This is an optimization exercise on Yosys and OpenROAD, whose aim is a short achievable clock period and few clock cycles, not a production implementation. Function was checked by simulation only, so behaviour that the tests miss may differ from the original. No driver is modelled on the clock port, so clock power and skew are understated where the tree is cut down; a real chip needs a root buffer or a tree. Power figures rest on the tool's default switching activity, not on a simulated workload.

// cpu_top
module cpu_top (
    input wire clk,
    input wire rst,
    output wire [15:0] mem_addr,
    input wire [7:0] mem_rdata,
    output wire [7:0] mem_wdata,
    output wire mem_we,
    output wire [7:0] out_value,
    output wire halted
);
For scale: ~900 cells after synthesis, about 44 I/O pins, roughly 8500 µm² of cells after synthesis.
export LEC_CHECK = 0
export ABC_CLOCK_PERIOD_IN_PS = 2500
export CAP_MARGIN = 20
export CORE_MARGIN = 2
export CORE_UTILIZATION = 40
export SLEW_MARGIN = 20
export SYNTH_MEMORY_MAX_BITS = 262144
create_clock -name core_clock -period 11.0 [get_ports {clk}]
standard.sh (not shown) runs the stock make flow with config.mk's settings and CLKGATE_MAP_FILE= SYNTH_SCRIPT=/design/flow/synth_recipe.tcl, a recipe that flattens the netlist after the stock synthesis.
==> flow/flow/run.sh <==
#!/bin/bash
set -euo pipefail
source flow/settings.sh
bash standard.sh synth > synth.log 2>&1
bash standard.sh SETUP_SLACK_MARGIN=$MARGIN place > place.log 2>&1
bash standard.sh SETUP_SLACK_MARGIN=$MARGIN CLK_NBUF=$CLK_NBUF CLK_BUFCELL=$CLK_BUFCELL CLK_INV1=${CLK_INV1:-} CLK_INV2=${CLK_INV2:-} \
  RUN_SCRIPT=$PWD/flow/cts.tcl RUN_LOG_NAME_STEM=4_1_cts run > cts.log 2>&1
bash standard.sh SETUP_SLACK_MARGIN=$MARGIN do-4_cts do-route > route.log 2>&1
bash standard.sh SETUP_SLACK_MARGIN=$MARGIN finish > finish.log 2>&1
==> flow/flow/cts.tcl <==
# Clock tree of one level: the clock port drives NBUF clock buffers (or
# pairs of inverters), each placed at the middle of a balanced group of the
# registers it clocks. Then
# the usual post-CTS legalisation and timing repair, as ORFS's cts.tcl does.
utl::set_metrics_stage "cts__{}"
source $::env(SCRIPTS_DIR)/load.tcl
erase_non_stage_variables cts
load_design 3_place.odb 3_place.sdc

set nbuf $::env(CLK_NBUF)
set bufcell $::env(CLK_BUFCELL)
set block [ord::get_db_block]
set clknet [$block findNet clk]

# Move each output port's buffer, and the register that drives it, next to
# the port's pin, so that both the register and the buffer drive short wires.
set core [$block getCoreArea]
foreach port [get_ports -filter "direction==output"] {
  set pname [get_full_name $port]
  set drv [get_pins -of_objects [get_nets $pname] -filter "direction==output"]
  if {[llength $drv] != 1} { continue }
  set buf [get_cells -of_objects $drv]
  set in [get_pins -of_objects $buf -filter "direction==input"]
  set src [get_pins -of_objects [get_nets -of_objects $in] -filter "direction==output"]
  if {[llength $src] != 1} { continue }
  set ff [sta::sta_to_db_inst [get_cells -of_objects $src]]
  set bi [sta::sta_to_db_inst $buf]
  set bb [[$block findBTerm $pname] getBBox]
  set px [expr {([$bb xMin] + [$bb xMax]) / 2}]
  set py [expr {([$bb yMin] + [$bb yMax]) / 2}]
  set px [expr {max([$core xMin], min([$core xMax] - 5000, $px))}]
  set py [expr {max([$core yMin], min([$core yMax] - 3000, $py))}]
  $bi setLocation $px $py
  $ff setLocation $px $py
  puts "moved [$ff getName] and [$bi getName] next to the pin of $pname"
}

# clock sinks with their locations
set sinks {}
foreach it [$clknet getITerms] {
  set inst [$it getInst]
  set bb [$inst getBBox]
  set x [expr {([$bb xMin] + [$bb xMax]) / 2}]
  set y [expr {([$bb yMin] + [$bb yMax]) / 2}]
  lappend sinks [list $x $y [$inst getName] [[$it getMTerm] getName]]
}
puts "clock sinks: [llength $sinks]"

# split into nbuf groups of equal size: by x into columns, then by y
proc split_groups {items n axis} {
  if {$n <= 1} { return [list $items] }
  set s [lsort -integer -index $axis $items]
  set n1 [expr {$n / 2}]
  set k [expr {([llength $s] * $n1 + $n / 2) / $n}]
  set na [expr {1 - $axis}]
  return [concat [split_groups [lrange $s 0 [expr {$k - 1}]] $n1 $na] \
                 [split_groups [lrange $s $k end] [expr {$n - $n1}] $na]]
}
set groups [split_groups $sinks $nbuf 0]

set i 0
foreach g $groups {
  set sx 0; set sy 0
  foreach s $g { incr sx [lindex $s 0]; incr sy [lindex $s 1] }
  set cx [expr {$sx / [llength $g]}]
  set cy [expr {$sy / [llength $g]}]
  set bname "clkbuf_one_$i"
  set nname "clknet_one_$i"
  set net [odb::dbNet_create $block $nname]
  $net setSigType CLOCK
  if {$bufcell eq "inv"} {
    # two inverters in a row: a small one at the port's side, a big one
    # driving the group
    set i1 [odb::dbInst_create $block [[ord::get_db] findMaster $::env(CLK_INV1)] "clkinv_one_a$i"]
    set i2 [odb::dbInst_create $block [[ord::get_db] findMaster $::env(CLK_INV2)] "clkinv_one_b$i"]
    set mid [odb::dbNet_create $block "clknet_mid_$i"]
    $mid setSigType CLOCK
    [$i1 findITerm A] connect $clknet
    [$i1 findITerm Y] connect $mid
    [$i2 findITerm A] connect $mid
    [$i2 findITerm Y] connect $net
    set placed [list $i1 $i2]
  } else {
    set inst [odb::dbInst_create $block [[ord::get_db] findMaster $bufcell] $bname]
    [$inst findITerm A] connect $clknet
    [$inst findITerm X] connect $net
    set placed [list $inst]
  }
  foreach s $g {
    set it [[$block findInst [lindex $s 2]] findITerm [lindex $s 3]]
    $it disconnect
    $it connect $net
  }
  foreach inst $placed {
    $inst setLocation $cx $cy
    $inst setPlacementStatus PLACED
  }
  puts "group $i: [llength $g] sinks, buffer at $cx $cy"
  incr i
}
$clknet setSigType CLOCK


set_propagated_clock [all_clocks]
log_cmd estimate_parasitics -placement

set_placement_padding -global \
  -left $::env(CELL_PAD_IN_SITES_DETAIL_PLACEMENT) \
  -right $::env(CELL_PAD_IN_SITES_DETAIL_PLACEMENT)
detailed_placement
log_cmd estimate_parasitics -placement
report_clock_latency
set_dont_use $::env(DONT_USE_CELLS)

repair_timing_helper
detailed_placement
check_placement -verbose
report_clock_latency
report_worst_slack -max
report_worst_slack -min

report_metrics 4 "cts final"
orfs_write_db $::env(RESULTS_DIR)/4_1_cts.odb
orfs_write_sdc $::env(RESULTS_DIR)/4_cts.sdc
Other scripts of this flow, unchanged in this note and not shown: flow/flow/settings.sh
Testbench counts at the start, summed over its fixed seeds: cycles 41,727.
==> next run, changes <==
--- a/flow/flow/cts.tcl
+++ b/flow/flow/cts.tcl
@@ -12,27 +12,4 @@
 set block [ord::get_db_block]
 set clknet [$block findNet clk]
-
-# Move each output port's buffer, and the register that drives it, next to
-# the port's pin, so that both the register and the buffer drive short wires.
-set core [$block getCoreArea]
-foreach port [get_ports -filter "direction==output"] {
-  set pname [get_full_name $port]
-  set drv [get_pins -of_objects [get_nets $pname] -filter "direction==output"]
-  if {[llength $drv] != 1} { continue }
-  set buf [get_cells -of_objects $drv]
-  set in [get_pins -of_objects $buf -filter "direction==input"]
-  set src [get_pins -of_objects [get_nets -of_objects $in] -filter "direction==output"]
-  if {[llength $src] != 1} { continue }
-  set ff [sta::sta_to_db_inst [get_cells -of_objects $src]]
-  set bi [sta::sta_to_db_inst $buf]
-  set bb [[$block findBTerm $pname] getBBox]
-  set px [expr {([$bb xMin] + [$bb xMax]) / 2}]
-  set py [expr {([$bb yMin] + [$bb yMax]) / 2}]
-  set px [expr {max([$core xMin], min([$core xMax] - 5000, $px))}]
-  set py [expr {max([$core yMin], min([$core yMax] - 3000, $py))}]
-  $bi setLocation $px $py
-  $ff setLocation $px $py
-  puts "moved [$ff getName] and [$bi getName] next to the pin of $pname"
-}
 
 # clock sinks with their locations
@@ -101,4 +78,20 @@
 $clknet setSigType CLOCK
 
+# Move each output port's buffer next to the register that drives it, so the
+# register drives a short wire and the buffer drives the long one to the pin.
+foreach port [get_ports -filter "direction==output"] {
+  set pname [get_full_name $port]
+  set drv [get_pins -of_objects [get_nets $pname] -filter "direction==output"]
+  if {[llength $drv] != 1} { continue }
+  set buf [get_cells -of_objects $drv]
+  set in [get_pins -of_objects $buf -filter "direction==input"]
+  set src [get_pins -of_objects [get_nets -of_objects $in] -filter "direction==output"]
+  if {[llength $src] != 1} { continue }
+  set ff [sta::sta_to_db_inst [get_cells -of_objects $src]]
+  set bi [sta::sta_to_db_inst $buf]
+  set loc [$ff getLocation]
+  $bi setLocation [lindex $loc 0] [lindex $loc 1]
+  puts "moved [$bi getName] next to [$ff getName] for $pname"
+}
 
 set_propagated_clock [all_clocks]
--- a/flow/config.mk
+++ b/flow/config.mk
@@ -9,5 +9,5 @@
 export CAP_MARGIN = 20
 export CORE_MARGIN = 2
-export CORE_UTILIZATION = 40
+export CORE_UTILIZATION = 60
 export SLEW_MARGIN = 20
 export SYNTH_MEMORY_MAX_BITS = 262144
After rerunning: Sequential share of layout area increases by 1.4 points. Wire length increases by 0.98%. Total power decreases by 0.74%. Die area decreases by 33%. Global-route usage increases by 11 points. Critical path depth decreases by 4. Utilization increases by 22 points. Worst setup slack improved by 0.034 ns.
==> next run, changes <==
--- a/flow/config.mk
+++ b/flow/config.mk
@@ -9,5 +9,5 @@
 export CAP_MARGIN = 20
 export CORE_MARGIN = 2
-export CORE_UTILIZATION = 60
+export CORE_UTILIZATION = 40
 export SLEW_MARGIN = 20
 export SYNTH_MEMORY_MAX_BITS = 262144
=> Fmax barely changes; utilization came out lower by 24 points; setup slack is worse by 0.0044 ns; routed wire length drops by 1.7%.
No run of this note takes its clock network from TritonCTS; it comes from the design's own scripts or RTL.

cedar:
The RTL this note starts from:
==> flow/design.v <==
`timescale 1ns / 1ps
module cpu_top (
    input wire clk,
    input wire rst,
    output wire [15:0] mem_addr,
    input wire [7:0] mem_rdata,
    output wire [7:0] mem_wdata,
    output wire mem_we,
    output wire [7:0] out_value,
    output wire halted
);
    reg [15:0] ma;        
    reg [15:0] ret;       
    reg [7:0]  dr;        
    reg [7:0]  m0;
    reg [7:0]  a, b, c;
    reg [7:0]  outr;
    reg        we;
    reg        hlt, hlt_p;
    reg        first;
    reg        st_boot, st_op, st_aft, st_lo, st_data;
    reg        k_lda, k_sta;              
    reg        w_a, w_b, w_c;             
    reg sel_c;                                    
    reg a_add, a_and, a_xor, a_or, a_mov, a_cma, a_shl, a_shr;
    reg y_x, y_inv, y_cin;                        
    reg b_inc, b_dec, b_fa, b_fc;
    reg c_inc, c_dec, c_fa, c_fb;
    assign mem_addr  = ma;
    assign mem_wdata = a;
    assign mem_we    = we;
    assign out_value = outr;
    assign halted    = hlt;
    wire [7:0] d = mem_rdata;
    wire dr_mvi_a = dr == 8'h3E;
    wire dr_mvi_b = dr == 8'h06;
    wire dr_mvi_c = dr == 8'h0E;
    wire dr_lda   = dr == 8'h3A;
    wire dr_sta   = dr == 8'h32;
    wire dr_jmp   = dr == 8'hC3;
    wire dr_multi = dr_mvi_a | dr_mvi_b | dr_mvi_c | dr_lda | dr_sta | dr_jmp;
    wire run     = ~hlt_p & ~hlt;
    wire byte_op = st_op | (st_aft & ~dr_multi);    
    wire dec1    = st_aft & ~dr_multi;              
    wire opnd1   = st_aft & dr_multi;               
    wire is_hlt  = run & byte_op & (d == 8'h76);
    wire [7:0] x   = sel_c ? c : b;
    wire [7:0] y   = (x & {8{y_x}}) ^ {8{y_inv}};
    wire [7:0] sum = a + y + {7'b0, y_cin};
    wire [7:0] a_n = ({8{a_add}} & sum)
                   | ({8{a_and}} & (a & x))
                   | ({8{a_xor}} & (a ^ x))
                   | ({8{a_or}}  & (a | x))
                   | ({8{a_mov}} & x)
                   | ({8{a_cma}} & ~a)
                   | ({8{a_shl}} & {a[6:0], 1'b0})
                   | ({8{a_shr}} & {1'b0, a[7:1]});
    wire a_w = a_add | a_and | a_xor | a_or | a_mov | a_cma | a_shl | a_shr;
    wire [7:0] b_id = b + (b_inc ? 8'h01 : 8'hFF);
    wire [7:0] c_id = c + (c_inc ? 8'h01 : 8'hFF);
    wire [7:0] b_n = (b_inc | b_dec) ? b_id : (b_fa ? a : c);
    wire [7:0] c_n = (c_inc | c_dec) ? c_id : (c_fa ? a : b);
    wire b_w = b_inc | b_dec | b_fa | b_fc;
    wire c_w = c_inc | c_dec | c_fa | c_fb;
    wire [15:0] ma_inc = ma + 16'd1;
    always @(posedge clk) begin
        if (st_boot) begin
            a <= 8'h00; b <= 8'h00; c <= 8'h00;
        end else begin
            if (w_a) a <= dr;
            else if (a_w) a <= a_n;
            if (w_b) b <= dr;
            else if (b_w) b <= b_n;
            if (w_c) c <= dr;
            else if (c_w) c <= c_n;
        end
        if (st_boot) ma <= 16'h0000;
        else if (run) begin
            if (opnd1 && dr_jmp) ma <= {d, m0};
            else if (st_lo) ma <= {dr, d};
            else if (st_data) ma <= ret;
            else ma <= ma_inc;
        end
        if (run && st_lo) ret <= ma_inc;
        if (run) dr <= d;
        if (first) m0 <= d;
    end
    always @(posedge clk or posedge rst) begin
        if (rst) begin
            outr <= 8'h00;
            {sel_c, a_add, a_and, a_xor, a_or, a_mov, a_cma, a_shl, a_shr} <= 9'b0;
            {y_x, y_inv, y_cin} <= 3'b0;
            {b_inc, b_dec, b_fa, b_fc, c_inc, c_dec, c_fa, c_fb} <= 8'b0;
            we <= 1'b0; hlt <= 1'b0; hlt_p <= 1'b0; first <= 1'b0;
            st_boot <= 1'b1; st_op <= 1'b0; st_aft <= 1'b0; st_lo <= 1'b0; st_data <= 1'b0;
            k_lda <= 1'b0; k_sta <= 1'b0;
            w_a <= 1'b0; w_b <= 1'b0; w_c <= 1'b0;
        end else begin
            if (b_inc) outr <= b_id;
            sel_c <= dr[0] | (dr == 8'h48);
            a_add <= run && dec1 && (dr == 8'h80 || dr == 8'h81 || dr == 8'h90 || dr == 8'h91 ||
                                     dr == 8'h3C || dr == 8'h3D);
            y_x   <= dr[7];
            y_inv <= (dr[7] & dr[4]) | (dr == 8'h3D);
            y_cin <= (dr[7] & dr[4]) | (dr == 8'h3C);
            a_and <= run && dec1 && (dr == 8'hA0 || dr == 8'hA1);
            a_xor <= run && dec1 && (dr == 8'hA8 || dr == 8'hA9);
            a_or  <= run && dec1 && (dr == 8'hB0 || dr == 8'hB1);
            a_mov <= run && dec1 && (dr == 8'h78 || dr == 8'h79);
            a_cma <= run && dec1 && (dr == 8'h2F);
            a_shl <= run && dec1 && (dr == 8'h17);
            a_shr <= run && dec1 && (dr == 8'h1F);
            b_inc <= run && dec1 && (dr == 8'h04);
            b_dec <= run && dec1 && (dr == 8'h05);
            b_fa  <= run && dec1 && (dr == 8'h47);
            b_fc  <= run && dec1 && (dr == 8'h41);
            c_inc <= run && dec1 && (dr == 8'h0C);
            c_dec <= run && dec1 && (dr == 8'h0D);
            c_fa  <= run && dec1 && (dr == 8'h4F);
            c_fb  <= run && dec1 && (dr == 8'h48);
            first <= st_boot;
            hlt_p <= is_hlt;
            hlt   <= hlt | hlt_p | (is_hlt & ~(st_aft & dr == 8'h04));
            if (run) begin
                we <= st_lo & k_sta;
                if (opnd1) begin
                    k_lda <= dr_lda;
                    k_sta <= dr_sta;
                end
                w_a <= (opnd1 & dr_mvi_a) | (st_data & k_lda);
                w_b <= opnd1 & dr_mvi_b;
                w_c <= opnd1 & dr_mvi_c;
                st_boot <= 1'b0;
                st_op   <= st_boot | (opnd1 & ~(dr_lda | dr_sta)) | st_data;
                st_aft  <= byte_op;
                st_lo   <= opnd1 & (dr_lda | dr_sta);
                st_data <= st_lo;
            end else begin
                we <= 1'b0;
                w_a <= 1'b0; w_b <= 1'b0; w_c <= 1'b0;
            end
        end
    end
endmodule
clock: 11.0 ns
lec_check: 0
abc_clock_period_in_ps: 2500
cap_margin: 20
core_margin: 2
core_utilization: 40
slew_margin: 20
synth_memory_max_bits: 262144
==> flow/flow/cts.tcl <==
# Clock tree of one level: the clock port drives NBUF clock buffers (or
# pairs of inverters), each placed at the middle of a balanced group of the
# registers it clocks. Then
# the usual post-CTS legalisation and timing repair, as ORFS's cts.tcl does.
utl::set_metrics_stage "cts__{}"
source $::env(SCRIPTS_DIR)/load.tcl
erase_non_stage_variables cts
load_design 3_place.odb 3_place.sdc

set nbuf $::env(CLK_NBUF)
set bufcell $::env(CLK_BUFCELL)
set block [ord::get_db_block]
set clknet [$block findNet clk]

# clock sinks with their locations
set sinks {}
foreach it [$clknet getITerms] {
  set inst [$it getInst]
  set bb [$inst getBBox]
  set x [expr {([$bb xMin] + [$bb xMax]) / 2}]
  set y [expr {([$bb yMin] + [$bb yMax]) / 2}]
  lappend sinks [list $x $y [$inst getName] [[$it getMTerm] getName]]
}
puts "clock sinks: [llength $sinks]"

# split into nbuf groups of equal size: by x into columns, then by y
proc split_groups {items n axis} {
  if {$n <= 1} { return [list $items] }
  set s [lsort -integer -index $axis $items]
  set n1 [expr {$n / 2}]
  set k [expr {([llength $s] * $n1 + $n / 2) / $n}]
  set na [expr {1 - $axis}]
  return [concat [split_groups [lrange $s 0 [expr {$k - 1}]] $n1 $na] \
                 [split_groups [lrange $s $k end] [expr {$n - $n1}] $na]]
}
set groups [split_groups $sinks $nbuf 0]

set i 0
foreach g $groups {
  set sx 0; set sy 0
  foreach s $g { incr sx [lindex $s 0]; incr sy [lindex $s 1] }
  set cx [expr {$sx / [llength $g]}]
  set cy [expr {$sy / [llength $g]}]
  set bname "clkbuf_one_$i"
  set nname "clknet_one_$i"
  set net [odb::dbNet_create $block $nname]
  $net setSigType CLOCK
  if {$bufcell eq "inv"} {
    # two inverters in a row: a small one at the port's side, a big one
    # driving the group
    set i1 [odb::dbInst_create $block [[ord::get_db] findMaster $::env(CLK_INV1)] "clkinv_one_a$i"]
    set i2 [odb::dbInst_create $block [[ord::get_db] findMaster $::env(CLK_INV2)] "clkinv_one_b$i"]
    set mid [odb::dbNet_create $block "clknet_mid_$i"]
    $mid setSigType CLOCK
    [$i1 findITerm A] connect $clknet
    [$i1 findITerm Y] connect $mid
    [$i2 findITerm A] connect $mid
    [$i2 findITerm Y] connect $net
    set placed [list $i1 $i2]
  } else {
    set inst [odb::dbInst_create $block [[ord::get_db] findMaster $bufcell] $bname]
    [$inst findITerm A] connect $clknet
    [$inst findITerm X] connect $net
    set placed [list $inst]
  }
  foreach s $g {
    set it [[$block findInst [lindex $s 2]] findITerm [lindex $s 3]]
    $it disconnect
    $it connect $net
  }
  foreach inst $placed {
    $inst setLocation $cx $cy
    $inst setPlacementStatus PLACED
  }
  puts "group $i: [llength $g] sinks, buffer at $cx $cy"
  incr i
}
$clknet setSigType CLOCK

set_propagated_clock [all_clocks]
log_cmd estimate_parasitics -placement

set_placement_padding -global \
  -left $::env(CELL_PAD_IN_SITES_DETAIL_PLACEMENT) \
  -right $::env(CELL_PAD_IN_SITES_DETAIL_PLACEMENT)
detailed_placement
log_cmd estimate_parasitics -placement
report_clock_latency
set_dont_use $::env(DONT_USE_CELLS)

repair_timing_helper
detailed_placement
check_placement -verbose
report_clock_latency
report_worst_slack -max
report_worst_slack -min

report_metrics 4 "cts final"
orfs_write_db $::env(RESULTS_DIR)/4_1_cts.odb
orfs_write_sdc $::env(RESULTS_DIR)/4_cts.sdc
==> flow/flow/settings.sh <==
MARGIN=8.4
CLK_NBUF=4
CLK_BUFCELL=inv
CLK_INV1=sky130_fd_sc_hd__clkinv_8
CLK_INV2=sky130_fd_sc_hd__clkinv_16
Scripts as last shown in full above: flow/flow/run.sh
Testbench counts of cedar, summed over its fixed seeds: cycles 42,401.
> inputs changed (cedar -> birch)
==> flow/flow/run.sh <==
#!/bin/bash
set -euo pipefail
source flow/settings.sh
bash standard.sh synth > synth.log 2>&1
bash standard.sh SETUP_SLACK_MARGIN=$MARGIN place > place.log 2>&1
bash standard.sh SETUP_SLACK_MARGIN=$MARGIN CLK_NBUF=$CLK_NBUF CLK_BUFCELL=$CLK_BUFCELL \
  RUN_SCRIPT=$PWD/flow/cts.tcl RUN_LOG_NAME_STEM=4_1_cts run > cts.log 2>&1
bash standard.sh SETUP_SLACK_MARGIN=$MARGIN do-4_cts do-route > route.log 2>&1
bash standard.sh SETUP_SLACK_MARGIN=$MARGIN finish > finish.log 2>&1
-- flow/flow/cts.tcl --
<<< cedar, line 1
# Clock tree of one level: the clock port drives NBUF clock buffers (or
# pairs of inverters), each placed at the middle of a balanced group of the
# registers it clocks. Then
# the usual post-CTS legalisation and timing repair, as ORFS's cts.tcl does.
utl::set_metrics_stage "cts__{}"
>>> birch, line 1
# Clock tree of one level: the clock port drives NBUF clock buffers, each
# placed at the middle of a balanced group of the registers it clocks. Then
# the usual post-CTS legalisation and timing repair, as ORFS's cts.tcl does.
utl::set_metrics_stage "cts__{}"
<<< cedar, line 44
  set bname "clkbuf_one_$i"
  set nname "clknet_one_$i"
  set net [odb::dbNet_create $block $nname]
  $net setSigType CLOCK
  if {$bufcell eq "inv"} {
    # two inverters in a row: a small one at the port's side, a big one
    # driving the group
    set i1 [odb::dbInst_create $block [[ord::get_db] findMaster $::env(CLK_INV1)] "clkinv_one_a$i"]
    set i2 [odb::dbInst_create $block [[ord::get_db] findMaster $::env(CLK_INV2)] "clkinv_one_b$i"]
    set mid [odb::dbNet_create $block "clknet_mid_$i"]
    $mid setSigType CLOCK
    [$i1 findITerm A] connect $clknet
    [$i1 findITerm Y] connect $mid
    [$i2 findITerm A] connect $mid
    [$i2 findITerm Y] connect $net
    set placed [list $i1 $i2]
  } else {
    set inst [odb::dbInst_create $block [[ord::get_db] findMaster $bufcell] $bname]
    [$inst findITerm A] connect $clknet
    [$inst findITerm X] connect $net
    set placed [list $inst]
  }
  foreach s $g {
    set it [[$block findInst [lindex $s 2]] findITerm [lindex $s 3]]
>>> birch, line 43
  set bname "clkbuf_one_$i"
  set nname "clknet_one_$i"
  set master [[ord::get_db] findMaster $bufcell]
  set inst [odb::dbInst_create $block $master $bname]
  set net [odb::dbNet_create $block $nname]
  $net setSigType CLOCK
  [$inst findITerm A] connect $clknet
  [$inst findITerm X] connect $net
  foreach s $g {
    set it [[$block findInst [lindex $s 2]] findITerm [lindex $s 3]]
<<< cedar, line 69
    $it connect $net
  }
  foreach inst $placed {
    $inst setLocation $cx $cy
    $inst setPlacementStatus PLACED
  }
  puts "group $i: [llength $g] sinks, buffer at $cx $cy"
  incr i
>>> birch, line 54
    $it connect $net
  }
  $inst setLocation $cx $cy
  $inst setPlacementStatus PLACED
  puts "group $i: [llength $g] sinks, buffer at $cx $cy"
  incr i
==> flow/flow/settings.sh <==
MARGIN=8.4
CLK_NBUF=4
CLK_BUFCELL=sky130_fd_sc_hd__clkbuf_16
[summary]
Between birch and cedar, the difference in area occupied by multi-input gates is negligible. Number of nets in the layout: cedar vs birch identical. On first-iteration DRC count: between birch and cedar, it ends up lower for cedar. birch does better than cedar on worst hold slack. ma[5] as the start point of the critical path was reported by cedar, and hlt by birch.
No run of this note takes its clock network from TritonCTS; it comes from the design's own scripts or RTL.

re-timing with driven ports:
The flow's constraints put no driver on any port. The routed layouts listed below were extracted and timed again, unchanged, in two steps.
Step 1 sets driving cells, clkbuf_16 on the clock port and buf_2 on the other inputs (assumed; they add their load-dependent delay and slew).
Step 2 adds t to the input delays and takes it off the output delays; t is the mean of the earliest and latest rising clock arrival at the registers after step 1. Input paths then give back, and output paths get back, about the clock's delay inside the block.
a / b / c = no drivers / after step 1 / after step 2; a / b = the first two.
run | t, ns | setup WS [ns] | hold WS [ns] | worst setup path after step 2 | worst register clock-pin slew, ns
the first run of note 1 | 0.294 | 8.091 / 7.963 / 7.900 | 0.493 / 0.493 / 0.493 | input to register | 0.09 / 0.09
the second run of note 1 | 0.286 | 8.125 / 7.977 / 7.966 | 0.492 / 0.492 / 0.492 | input to register | 0.08 / 0.09
the third run of note 1 | 0.293 | 8.121 / 7.967 / 7.967 | 0.485 / 0.486 / 0.486 | input to register | 0.09 / 0.09
cedar | 0.272 | 8.035 / 7.892 / 7.877 | 0.471 / 0.472 / 0.472 | input to register | 0.08 / 0.08
birch | 0.257 | 8.076 / 7.991 / 7.903 | 0.483 / 0.483 / 0.483 | input to register | 0.12 / 0.12
After both steps setup and hold are still met in every run listed. The setup slack of the first run of note 1, which loses most, moves by -0.128 ns with the drivers and by -0.191 ns with both steps.
